From an optimization exercise on the open Yosys and OpenROAD flow, aimed at small area, a short achievable clock period and few clock cycles per item; shortcuts taken in it are not production practice.
Only simulation tests tie the RTL to the original design; equivalence was not proved.
Power and IR drop assume default switching activity.

==> inputs of wip/tundra <==
// HW3_FPMUL_754SP
module HW3_FPMUL_754SP(Clk, Rst, St, FPmplier, FPmcand, Done, Ovf, Unf, FPproduct);
	input Clk, Rst, St;
	input [31:0] FPmplier, FPmcand;
	output [31:0] FPproduct;
	output Ovf, Unf;
	output reg Done;
	reg [34:0] rx, ry;
	reg rcin, rzero, rs;
	reg [8:0] re0;
	wire one1;
	wire two2;
	wire neg3;
	wire bp4;
	wire bp5;
	wire bp6;
	wire bp7;
	wire bp8;
	wire bp9;
	wire bp10;
	wire bp11;
	wire bp12;
	wire bp13;
	wire bp14;
	wire bp15;
	wire bp16;
	wire bp17;
	wire bp18;
	wire bp19;
	wire bp20;
	wire bp21;
	wire bp22;
	wire bp23;
	wire bp24;
	wire bp25;
	wire bp26;
	wire bp27;
	wire bp28;
	wire ns29;
	wire one30;
	wire two31;
	wire neg32;
	wire bp33;
	wire bp34;
	wire bp35;
	wire bp36;
	wire bp37;
	wire bp38;
	wire bp39;
	wire bp40;
	wire bp41;
	wire bp42;
	wire bp43;
	wire bp44;
	wire bp45;
	wire bp46;
	wire bp47;
	wire bp48;
	wire bp49;
	wire bp50;
	wire bp51;
	wire bp52;
	wire bp53;
	wire bp54;
	wire bp55;
	wire bp56;
	wire bp57;
	wire ns58;
	wire one59;
	wire two60;
	wire neg61;
	wire bp62;
	wire bp63;
	wire bp64;
	wire bp65;
	wire bp66;
	wire bp67;
	wire bp68;
	wire bp69;
	wire bp70;
	wire bp71;
	wire bp72;
	wire bp73;
	wire bp74;
	wire bp75;
	wire bp76;
	wire bp77;
	wire bp78;
	wire bp79;
	wire bp80;
	wire bp81;
	wire bp82;
	wire bp83;
	wire bp84;
	wire bp85;
	wire bp86;
	wire ns87;
	wire one88;
	wire two89;
	wire neg90;
	wire bp91;
	wire bp92;
	wire bp93;
	wire bp94;
	wire bp95;
	wire bp96;
	wire bp97;
	wire bp98;
	wire bp99;
	wire bp100;
	wire bp101;
	wire bp102;
	wire bp103;
	wire bp104;
	wire bp105;
	wire bp106;
	wire bp107;
	wire bp108;
	wire bp109;
  ...
export LEC_CHECK = 0
export CAP_MARGIN = 20
export CORE_MARGIN = 2
export CORE_UTILIZATION = 40
export SETUP_SLACK_MARGIN = 3.3
export SLEW_MARGIN = 20
export SYNTH_HIERARCHICAL = 1
export SYNTH_MINIMUM_KEEP_SIZE = 0
create_clock -name core_clock -period 8.6 [get_ports {Clk}]
standard.sh (not shown) runs the stock make flow with config.mk's settings and CLKGATE_MAP_FILE= SYNTH_SCRIPT=/design/flow/synth_recipe.tcl, a recipe that flattens the netlist after the stock synthesis.
==> flow/flow/run.sh <==
#!/bin/bash
set -euo pipefail
export BUFFER_PORTS_ARGS="-buffer_cell sky130_fd_sc_hd__buf_1"
bash standard.sh > standard.log 2>&1
==> wip/raven (differences from wip/tundra) <==
--- a/flow/config.mk
+++ b/flow/config.mk
@@ -8,7 +8,7 @@
 export CAP_MARGIN = 20
 export CORE_MARGIN = 2
 export CORE_UTILIZATION = 40
-export SETUP_SLACK_MARGIN = 3.3
+export SETUP_SLACK_MARGIN = 2.5
 export SLEW_MARGIN = 20
 export SYNTH_HIERARCHICAL = 1
 export SYNTH_MINIMUM_KEEP_SIZE = 0
==> wip/sierra (differences from wip/tundra) <==
--- a/flow/config.mk
+++ b/flow/config.mk
@@ -7,8 +7,9 @@
 export LEC_CHECK = 0
 export CAP_MARGIN = 20
 export CORE_MARGIN = 2
-export CORE_UTILIZATION = 40
-export SETUP_SLACK_MARGIN = 3.3
+export CORE_UTILIZATION = 60
+export PLACE_DENSITY = 0.72
+export SETUP_SLACK_MARGIN = 3
 export SLEW_MARGIN = 20
 export SYNTH_HIERARCHICAL = 1
 export SYNTH_MINIMUM_KEEP_SIZE = 0
==> run summary <==
Floorplan
The core area is 39,600 um2.

Global routing
The global-route met3 utilization is 5.40%.

Routing
Before antenna repair, the detailed router went through 8 iterations. The number of DRC markers in iteration 0 is 1,476.

Pwr
Internal power comes to 0.00340 W. The switching power summed over all nets is 0.00346 W.

Critical path
The signal arrival time at the worst endpoint is 6200 ps. For this run, the slowest stage of the critical path takes 1000 ps.

Final layout
The area occupied by multi-input gates is 13,500 um2. 0 antenna diodes ended up in the layout. The multi-input combinational cell count is 1,332.

Outcome
The flow ran to the end and the layout has no timing, DRC or antenna violations.

Clock network
The post-CTS repair timing setup buffer count is 0. After clock tree synthesis, the clock-pin slew on the worst setup and hold paths is 70 ps.
(the above is from wip/raven)
==> run summary <==
Critical path
In this design, the stage delay of the slowest critical-path cell is 540 ps. The signal arrival time at the worst endpoint is 5520 ps.

Final layout
The area occupied by multi-input gates is 14,000 um2. The multi-input combinational cell count is 1,333. The repair_antennas step left the layout with diodes totalling 1. The count of non-filler cells in the finished layout is 2,200. In the final layout, clock buffers and inverters account for 1.67% of the cell area.

Routing
The number of search-and-repair iterations in the first detailed-routing pass is 6.

Clock network
Post-CTS timing repair inserted 5 buffers for setup. Buffers inserted during clock tree synthesis total 9. After clock tree synthesis, the clock-pin slew on the worst setup and hold paths is 80 ps.

Outcome
The run finished with no timing, DRC or antenna violations.

Floorplan
For this design the top-level I/O count stands at 102. The core area is 39,600 um2. The flow inserted 525 tap cells.

Synth
Ranked by instance count, the synthesized netlist is headed by xnor2_1 (278), fa_1 (258), a22oi_1 (242), clkbuf_1 (125), ha_1 (100).

Pwr
Per report_power, the sequential group accounts for 12.7% of the total. In this run the power spent charging and discharging nets is 0.00355 W.

Global routing
The global-route met3 utilization is 4.85%.
(the above is from wip/tundra)
==> run summary <==
Outcome
The flow ran to the end and the layout has no timing, DRC or antenna violations.

Clock network
The clock slew at the register clock pins of the worst setup and hold paths is 70 ps. The number of setup buffers added after CTS is 0.

Final layout
The number of antenna diodes in the final layout is 0. The multi-input combinational cell count is 1,332. The multi-input combinational cells in the finished layout cover a total of 13,700 um2.

Critical path
At the worst endpoint, the arrival time is 5780 ps. The largest single stage delay on the critical path is 540 ps.

Routing
For this block, the initial DRC count from the detailed router was 1,582.

Floorplan
The core area is 26,100 um2.

Global routing
Global routing used 9.55% of the available met3 tracks.

Pwr
Internal power comes to 0.00339 W.
(the above is from wip/sierra)
Testbench counts of wip/tundra, summed over its fixed seeds: cycles 12,000, ops 12,000.
Testbench counts of wip/raven, summed over its fixed seeds: cycles 12,000, ops 12,000.
Testbench counts of wip/sierra, summed over its fixed seeds: cycles 12,000, ops 12,000.

==> inputs of 02-26 <==
HW3_FPMUL_754SP, a different RTL version from the one above (not shown whole).
Design HW3_FPMUL_754SP, start of the top module:
module HW3_FPMUL_754SP(Clk, Rst, St, FPmplier, FPmcand, Done, Ovf, Unf, FPproduct);
	input Clk, Rst, St;
	input [31:0] FPmplier, FPmcand;
	output [31:0] FPproduct;
	output Ovf, Unf;
	output reg Done;
	reg [34:0] rx, ry;
	reg rcin, rzero, rs;
	reg [8:0] re0;
	wire one1;
	wire two2;
	wire neg3;
	wire bp4;
	wire bp5;
	wire bp6;
	wire bp7;
	wire bp8;
	wire bp9;
	wire bp10;
	wire bp11;
	wire bp12;
	wire bp13;
	wire bp14;
	wire bp15;
	wire bp16;
	wire bp17;
	wire bp18;
	wire bp19;
	wire bp20;
	wire bp21;
	wire bp22;
	wire bp23;
	wire bp24;
	wire bp25;
	wire bp26;
	wire bp27;
	wire bp28;
	wire ns29;
	wire one30;
	wire two31;
	wire neg32;
	wire bp33;
	wire bp34;
	wire bp35;
	wire bp36;
	wire bp37;
	wire bp38;
	wire bp39;
	wire bp40;
	wire bp41;
	wire bp42;
	wire bp43;
	wire bp44;
	wire bp45;
	wire bp46;
	wire bp47;
	wire bp48;
	wire bp49;
	wire bp50;
	wire bp51;
	wire bp52;
	wire bp53;
	wire bp54;
	wire bp55;
	wire bp56;
	wire bp57;
	wire ns58;
	wire one59;
	wire two60;
	wire neg61;
	wire bp62;
	wire bp63;
	wire bp64;
	wire bp65;
	wire bp66;
	wire bp67;
	wire bp68;
	wire bp69;
	wire bp70;
	wire bp71;
	wire bp72;
	wire bp73;
	wire bp74;
	wire bp75;
	wire bp76;
	wire bp77;
	wire bp78;
	wire bp79;
	wire bp80;
	wire bp81;
	wire bp82;
	wire bp83;
	wire bp84;
	wire bp85;
	wire bp86;
	wire ns87;
	wire one88;
  ...
==> flow/config.mk <==
export PLATFORM = sky130hd
export DESIGN_NAME = HW3_FPMUL_754SP
export DESIGN_NICKNAME = HW3_FPMUL_754SP
export VERILOG_FILES = /design/flow/design.v
export SDC_FILE = /design/flow/constraint.sdc
export NUM_CORES = 4
export LEC_CHECK = 0
export CAP_MARGIN = 20
export CORE_MARGIN = 2
export CORE_UTILIZATION = 60
export PLACE_DENSITY = 0.72
export SETUP_SLACK_MARGIN = 3.6
export SLEW_MARGIN = 20
export SYNTH_HIERARCHICAL = 1
export SYNTH_MINIMUM_KEEP_SIZE = 0
==> flow/constraint.sdc <==
create_clock -name core_clock -period 8.6 [get_ports {Clk}]
set_input_delay 1.7200 -clock core_clock [delete_from_list [all_inputs] [get_ports {Clk}]]
set_output_delay 1.7200 -clock core_clock [all_outputs]
set_load 0.01 [all_outputs]
Scripts as last shown in full above: flow/flow/run.sh
==> 06-15: changes against 02-26 <==
- SETUP_SLACK_MARGIN: 3.6 -> 3.3
==> notes <==
- Synthesized cell count is the same in 02-26 and 06-15.
- Cell area: 06-15 is smaller than 02-26 (about 10%).
- In flip-flop and latch count, 02-26 and 06-15 do not differ.
- Cell count: 02-26 is larger than 06-15 (4.4%).
- In critical path depth, 06-15 and 02-26 do not differ.
- Die area is the same in 02-26 and 06-15.
- Of 06-15 and 02-26, 06-15 has the higher sequential share of layout area (gap 0.85 points).
==> figures <==
Area share of buffers outside the clock network: 06-15 4.57%; 02-26 9.57%
Final cell count without fillers: 06-15 2,021; 02-26 2,110
Sequential cell area in the final layout: 06-15 1660 µm²; 02-26 1680 µm²
Reported combinational group power: 06-15 0.00567 W; 02-26 0.00647 W
Switching power as a share of total power: 06-15 51.4%; 02-26 49.7%
Status: 06-15 timing/DRC/antenna clean; 02-26 timing/DRC/antenna clean
Signal inverters: 06-15 68; 02-26 73
Transition time at the pin with the least slew margin: 06-15 860 ps; 02-26 765 ps
Number of multi-input combinational cells: 06-15 1,364; 02-26 1,365
Final estimated routing congestion in global placement: 06-15 0.969; 02-26 0.972
Final setup margin: 06-15 3340 ps; 02-26 3570 ps
Worst Hold Slack: 06-15 1500 ps; 02-26 1490 ps
1st-iter DRT viols: 06-15 1,692; 02-26 2,594
Worst-path clk slew: 06-15 80 ps; 02-26 70 ps
Maximum number of pins on one net before global-route repair: 06-15 51; 02-26 52
Testbench counts of 02-26, summed over its fixed seeds: cycles 12,000, ops 12,000.
Testbench counts of 06-15, summed over its fixed seeds: cycles 12,000, ops 12,000.

-- port drivers added, routing unchanged --
The results above use ideal ports. As a check the final layouts listed here were re-extracted and re-timed, cells and wires unchanged.
Step 1, drivers: a clkbuf_16 drives Clk and a buf_2 each remaining input, both assumed.
Step 2 adds t to the input delays and takes it off the output delays; t is the mean of the earliest and latest rising clock arrival at the registers after step 1. Input paths then give back, and output paths get back, about the clock's delay inside the block.
Slacks: ideal ports / drivers / drivers and shift; pairs: ideal ports / drivers.
| run | t, ns | setup slack, ns | worst register clock-pin slew, ns |
|---|---|---|---|
| wip/tundra | 0.409 | 3.341 / 3.366 / 2.957 | 0.08 / 0.08 |
| wip/raven | 0.406 | 2.643 / 2.665 / 2.259 | 0.08 / 0.08 |
| wip/sierra | 0.401 | 3.052 / 3.069 / 2.668 | 0.09 / 0.09 |
| 02-26 | 0.416 | 3.566 / 3.524 / 3.177 | 0.08 / 0.08 |
| 06-15 | 0.405 | 3.336 / 3.287 / 3.031 | 0.08 / 0.08 |
After both steps every run listed still meets setup and hold. For 02-26, which loses most, drivers alone change the setup slack by -0.042 ns; drivers and shift together by -0.389 ns.
